What follows belongs to an exercise in optimizing a design on an open flow for small area, a short achievable clock period and few clock cycles; a production flow would make more cautious choices.
Where RTL was checked, it was by simulation tests only, not by an equivalence proof against the original.
Power and IR drop assume default switching activity.

## west
// mat_mul
module mat_mul #
    (
        parameter integer INPUT_SIZE = 49,
        parameter integer RESULT_SIZE = 1,
        parameter integer WEIGHT_SIZE = INPUT_SIZE*RESULT_SIZE,
        parameter integer INPUT_ADDR_SIZE = 10,
        parameter integer RESULT_ADDR_SIZE = 2,
        parameter integer WEIGHT_ADDR_SIZE = 6,
        parameter integer FIXED_POINT_AMOUNT = 12,
        parameter integer DATA_WIDTH = 32
    )
    (
        input wire  s00_axi_aclk,
        input wire  s00_axi_aresetn,
        output wire  s00_axis_tready,
        input  wire  [DATA_WIDTH-1 : 0] s00_axis_tdata,
        input  wire  s00_axis_tlast,
        input  wire  s00_axis_tvalid,
        output wire  m00_axis_tvalid,
        output wire  [DATA_WIDTH-1 : 0] m00_axis_tdata,
        output wire  [(DATA_WIDTH/8)-1 : 0] m00_axis_tstrb,
        output wire  m00_axis_tlast,
        input  wire  m00_axis_tready,
        input wire sel,
        input wire start,
        output wire [DATA_WIDTH-1 : 0] MAC_result,
        output wire valid_MAC_result
    );
Size in the first run: roughly 7300 cells after synthesis, roughly 3400 flip-flops, roughly 110 I/O pins, roughly 94000 sq um of cells after synthesis.
Settings: LEC_CHECK=0, ABC_AREA=1, CAP_MARGIN=20, CORE_MARGIN=2, CORE_UTILIZATION=55, CTS_BUF_LIST=sky130_fd_sc_hd__clkbuf_16, CTS_CLUSTER_DIAMETER=100, CTS_CLUSTER_SIZE=25, PLACE_DENSITY=0.65, SLEW_MARGIN=20; clock period 15.0 ns.
standard.sh (not shown) runs the stock make flow with config.mk's settings and CLKGATE_MAP_FILE= SYNTH_SCRIPT=/design/flow/synth_recipe.tcl, a recipe that flattens the netlist after the stock synthesis.
==> flow/flow/run.sh <==
#!/bin/bash
set -euo pipefail
bash standard.sh SETUP_SLACK_MARGIN=10.8 \
    "BUFFER_PORTS_ARGS=-buffer_cell sky130_fd_sc_hd__buf_4" \
    finish > flow_make.log 2>&1
Testbench counts of west, summed over its fixed seeds: cycles 27,609.
Modified inputs, middle compared to west
# west
export LEC_CHECK = 0
export ABC_AREA = 1
export CAP_MARGIN = 20
export CORE_MARGIN = 2
export CORE_UTILIZATION = 55
export CTS_BUF_LIST = sky130_fd_sc_hd__clkbuf_16
export CTS_CLUSTER_DIAMETER = 100
export CTS_CLUSTER_SIZE = 25
export PLACE_DENSITY = 0.65
export SLEW_MARGIN = 20
create_clock -name core_clock -period 15.0 [get_ports {s00_axi_aclk}]
# middle
export LEC_CHECK = 0
export ABC_AREA = 1
export CAP_MARGIN = 20
export CORE_MARGIN = 2
export CORE_UTILIZATION = 45
export CTS_BUF_LIST = sky130_fd_sc_hd__clkbuf_16
export CTS_CLUSTER_DIAMETER = 100
export CTS_CLUSTER_SIZE = 25
export PLACE_DENSITY = 0.6
export SLEW_MARGIN = 20
create_clock -name core_clock -period 15.0 [get_ports {s00_axi_aclk}]
[summary]
Die size: middle exceeds west. Count of buffers not belonging to the clock network in the layout on middle is up relative to west. Diff west and middle: utilization lower in middle. Sort west and middle by cell area desc -> top: middle. Compared with west, middle degrades hold slack.

* * *

Another version of the RTL of mat_mul (not shown whole).
Size: roughly 7,000 cells after synthesis, about 3,400 flip-flops, about 110 I/O pins.
Settings: LEC_CHECK=0, ABC_AREA=1, CAP_MARGIN=20, CORE_MARGIN=2, CORE_UTILIZATION=55, CTS_BUF_LIST=sky130_fd_sc_hd__clkbuf_16, CTS_CLUSTER_DIAMETER=100, CTS_CLUSTER_SIZE=25, PLACE_DENSITY=0.65, SLEW_MARGIN=20; clock period 15.0 ns.
==> flow/flow/run.sh <==
#!/bin/bash
set -euo pipefail
bash standard.sh SETUP_SLACK_MARGIN=10.8 \
    "BUFFER_PORTS_ARGS=-buffer_cell sky130_fd_sc_hd__buf_4" \
    "CTS_ARGS=-sink_clustering_enable -repair_clock_nets -sink_clustering_size 25 -sink_clustering_max_diameter 100 -buf_list sky130_fd_sc_hd__clkbuf_16 -dont_use_dummy_load" \
    finish > flow_make.log 2>&1
Testbench counts at the start, summed over its fixed seeds: cycles 27,609.
Edit:
--- a/flow/flow/run.sh
+++ b/flow/flow/run.sh
@@ -2,3 +2,3 @@
 set -euo pipefail
-bash standard.sh SETUP_SLACK_MARGIN=10.8 \
+bash standard.sh SETUP_SLACK_MARGIN=11.2 \
     "BUFFER_PORTS_ARGS=-buffer_cell sky130_fd_sc_hd__buf_4" \
The new run completed with no timing, DRC or antenna violations.
Worst setup slack gets better by 47 ps.
Final cell count hardly moves.
Area after synthesis is unchanged.

* * *

mat_mul, a different RTL version from the one above (not shown whole).
For scale: about 6800 cells after synthesis, roughly 3400 flip-flops, roughly 110 I/O pins, ~93000 um2 of cells after synthesis.
Settings: LEC_CHECK=0, ABC_AREA=1, CAP_MARGIN=20, CORE_MARGIN=2, CORE_UTILIZATION=55, CTS_BUF_LIST=sky130_fd_sc_hd__clkbuf_16, CTS_CLUSTER_DIAMETER=100, CTS_CLUSTER_SIZE=25, PLACE_DENSITY=0.65, SLEW_MARGIN=20; clock period 15.0 ns.
==> flow/flow/run.sh <==
#!/bin/bash
set -euo pipefail
bash standard.sh SETUP_SLACK_MARGIN=10.8 \
    "BUFFER_PORTS_ARGS=-buffer_cell sky130_fd_sc_hd__buf_4" \
    "CTS_ARGS=-sink_clustering_enable -repair_clock_nets -sink_clustering_size 25 -sink_clustering_max_diameter 100 -buf_list sky130_fd_sc_hd__clkbuf_16 -dont_use_dummy_load" \
    finish > flow_make.log 2>&1
Testbench counts at the start, summed over its fixed seeds: cycles 27,609.
Then changed:
- CORE_UTILIZATION: 55 -> 65
- PLACE_DENSITY: 0.65 -> 0.72
Result: Global-route usage rose by 4.2 points; utilization rose by 11 points; power barely changes; non-clock buffer count rose by 23; design area barely changes; final cell count fell by 3.2%; synthesized area is unchanged.

* * *

run K:
mat_mul, a different RTL version from the one above (not shown whole).
For scale: about 3400 flip-flops, ~110 I/O pins, roughly 91000 µm² of cells after synthesis.
export LEC_CHECK = 0
export ABC_AREA = 1
export CAP_MARGIN = 20
export CORE_MARGIN = 2
export CORE_UTILIZATION = 55
export CTS_BUF_LIST = sky130_fd_sc_hd__clkbuf_16
export CTS_CLUSTER_DIAMETER = 100
export CTS_CLUSTER_SIZE = 25
export PLACE_DENSITY = 0.65
export SLEW_MARGIN = 20
create_clock -name core_clock -period 15.0 [get_ports {s00_axi_aclk}]
Scripts as last shown in full above: flow/flow/run.sh
In summary, run K completed successfully, with a layout that passed the timing, design-rule and antenna checks.
Changes in run X relative to run K:
- CTS_CLUSTER_SIZE: 25 -> 28
- PLACE_DENSITY: 0.65 -> 0.72
- CORE_UTILIZATION: 55 -> 65
==> flow/flow/run.sh <==
#!/bin/bash
set -euo pipefail
bash standard.sh SETUP_SLACK_MARGIN=11.0 \
    "BUFFER_PORTS_ARGS=-buffer_cell sky130_fd_sc_hd__buf_4" \
    "CTS_ARGS=-sink_clustering_enable -repair_clock_nets -sink_clustering_size 28 -sink_clustering_max_diameter 100 -buf_list sky130_fd_sc_hd__clkbuf_16 -dont_use_dummy_load" \
    finish > flow_make.log 2>&1
==> notes.md <==
Run K → run X: number of standard-cell rows in the floorplan lost 12, finished layout cell area about even, global-route usage now larger.
Run X vs run K — average vias per placed instance climbed by a few percent
Summary — non-clock buffer count, run X relative to run K: higher, by 16.
Between run K and run X, hold slack is lower for run X, run K comes in above that.
No run of this note included a check of the RTL's function; only the layout flow was run.

* * *

RTL: one of the versions met above, not the one the previous note started from.
Size in the first run: about 7300 cells after synthesis, roughly 110 I/O pins, about 94000 µm² of cells after synthesis.
Settings: LEC_CHECK=0, ABC_AREA=1, CAP_MARGIN=20, CORE_MARGIN=2, CORE_UTILIZATION=45, CTS_BUF_LIST=sky130_fd_sc_hd__clkbuf_16, CTS_CLUSTER_DIAMETER=100, CTS_CLUSTER_SIZE=25, PLACE_DENSITY=0.6, SLEW_MARGIN=20; clock period 15.0 ns.
==> flow/flow/run.sh <==
#!/bin/bash
set -euo pipefail
bash standard.sh SETUP_SLACK_MARGIN=11 \
    "BUFFER_PORTS_ARGS=-buffer_cell sky130_fd_sc_hd__buf_4" \
    "CTS_ARGS=-sink_clustering_enable -repair_clock_nets -sink_clustering_size 25 -sink_clustering_max_diameter 100 -buf_list sky130_fd_sc_hd__clkbuf_16 -dont_use_dummy_load" \
    finish > flow_make.log 2>&1
Testbench counts at the start, summed over its fixed seeds: cycles 27,609.
Then changed:
==> flow/run.sh (new file) <==
#!/bin/bash
# synth_recipe.tcl (not shown) runs the flow's synth.tcl, then flattens the netlist and writes it again
# the make line also repeats each setting of config.mk as NAME=value (left out here)
make -C /OpenROAD-flow-scripts/flow DESIGN_CONFIG=/design/flow/config.mk WORK_HOME=/design/flow/orfs CLKGATE_MAP_FILE= SYNTH_SCRIPT=/design/flow/synth_recipe.tcl finish
removed: flow/flow/run.sh
removed: flow/standard.sh
The changed run finished clean; hold slack improves by 42 ps; critical path depth came out lower by 4; sequential power is about the same; worst setup slack degrades by 840 ps.

* * *

## before
Another version of the RTL of mat_mul (not shown whole).
For scale: about 3,400 flip-flops.
clock: 15.0 ns
lec_check: 0
abc_area: 1
cap_margin: 20
core_margin: 2
core_utilization: 55
cts_buf_list: sky130_fd_sc_hd__clkbuf_16
cts_cluster_diameter: 100
cts_cluster_size: 25
place_density: 0.65
slew_margin: 20
==> flow/flow/run.sh <==
#!/bin/bash
set -euo pipefail
bash standard.sh SETUP_SLACK_MARGIN=10.55 \
    "BUFFER_PORTS_ARGS=-buffer_cell sky130_fd_sc_hd__buf_4" \
    "CTS_ARGS=-sink_clustering_enable -repair_clock_nets -sink_clustering_size 25 -sink_clustering_max_diameter 100 -buf_list sky130_fd_sc_hd__clkbuf_16 -dont_use_dummy_load" \
    finish > flow_make.log 2>&1
Inputs modified between before and after:
-- flow/flow/run.sh --
<<< before, line 2
set -euo pipefail
bash standard.sh SETUP_SLACK_MARGIN=10.55 \
    "BUFFER_PORTS_ARGS=-buffer_cell sky130_fd_sc_hd__buf_4" \
>>> after, line 2
set -euo pipefail
bash standard.sh SETUP_SLACK_MARGIN=10.7 \
    "BUFFER_PORTS_ARGS=-buffer_cell sky130_fd_sc_hd__buf_4" \
[summary]
- Reported for before and after, synthesized-area fraction occupied by xor and xnor cells turned out identical to the last digit.
- Run comparison: after standard cell with the maximum stage delay on the critical path dfxtp_2; before standard cell with the maximum stage delay on the critical path dfxtp_1
- Against before, after comes in 0.042 ns lower on post-layout minimum cycle time.
- Going from before to after, total number of vias grew slightly.
- The multi-input logic cell count on before is in line with that on after.
- Sort before and after by multi-input combinational cell area, ascending, and before comes first.
- Diff after..before | floorplan die width | unchanged
- Comparing before and after, the lower met1 routing resource usage after global routing was measured on before.
- after vs before — post-route fraction of the period consumed by the critical path dropped 0.28 points.
- before → after: delay of the slowest cell on the worst path decreased 0.27 ns, post-detailed-routing wire length up 0.84%.
Function was not checked in any run of this note: the RTL went through the layout flow alone.

-- re-timing with driven ports --
Ports are ideal in the flow. The routed layouts listed here were re-timed in OpenROAD. Step 1 (the two cells are an assumption about what drives the block):
set clk [get_ports {s00_axi_aclk}]
set_driving_cell -lib_cell sky130_fd_sc_hd__clkbuf_16 $clk
set_driving_cell -lib_cell sky130_fd_sc_hd__buf_2 [delete_from_list [all_inputs] $clk]
Step 2 times the ports against the registers' clock, not the clock port: input delays grow and output delays shrink by t, the midpoint of the rising clock arrivals with the driver on. Slacks: ideal ports / drivers / drivers and shift; pairs: ideal ports / drivers.
run | shift t [ns] | slack for setup (ns) | worst hold slack (ns) | worst setup path at the end | slew at the worst register clock pin (ns)
west | 0.909 | 10.656 / 10.573 / 10.203 | 0.314 / 0.314 / 0.314 | input to register | 0.11 / 0.11
middle | 0.917 | 10.640 / 10.553 / 10.077 | 0.295 / 0.295 / 0.295 | input to register | 0.10 / 0.10
the first run of note 2 | 0.870 | 10.638 / 10.626 / 10.203 | 0.266 / 0.266 / 0.266 | input to register | 0.10 / 0.10
the second run of note 2 | 0.875 | 10.686 / 10.591 / 10.355 | 0.288 / 0.288 / 0.288 | input to register | 0.10 / 0.10
the first run of note 3 | 0.873 | 10.664 / 10.582 / 10.184 | 0.290 / 0.290 / 0.290 | input to register | 0.10 / 0.10
the second run of note 3 | 0.861 | 10.523 / 10.523 / 10.210 | 0.274 / 0.274 / 0.274 | input to register | 0.10 / 0.10
run K | 0.885 | 10.567 / 10.532 / 10.073 | 0.278 / 0.278 / 0.278 | input to register | 0.10 / 0.10
run X | 0.830 | 10.625 / 10.569 / 10.156 | 0.245 / 0.245 / 0.245 | input to register | 0.12 / 0.12
the first run of note 5 | 0.881 | 10.623 / 10.573 / 10.263 | 0.258 / 0.258 / 0.258 | input to register | 0.10 / 0.10
the second run of note 5 | 0.918 | 9.781 / 9.781 / 9.258 | 0.300 / 0.300 / 0.300 | input to register | 0.10 / 0.10
before | 0.872 | 10.567 / 10.523 / 9.882 | 0.274 / 0.274 / 0.274 | input to register | 0.10 / 0.10
after | 0.869 | 10.608 / 10.523 / 9.860 | 0.275 / 0.275 / 0.275 | input to register | 0.10 / 0.10
After both steps every run listed still meets setup and hold. The setup slack of after, which loses most, moves by -0.085 ns with the drivers and by -0.748 ns with both steps.
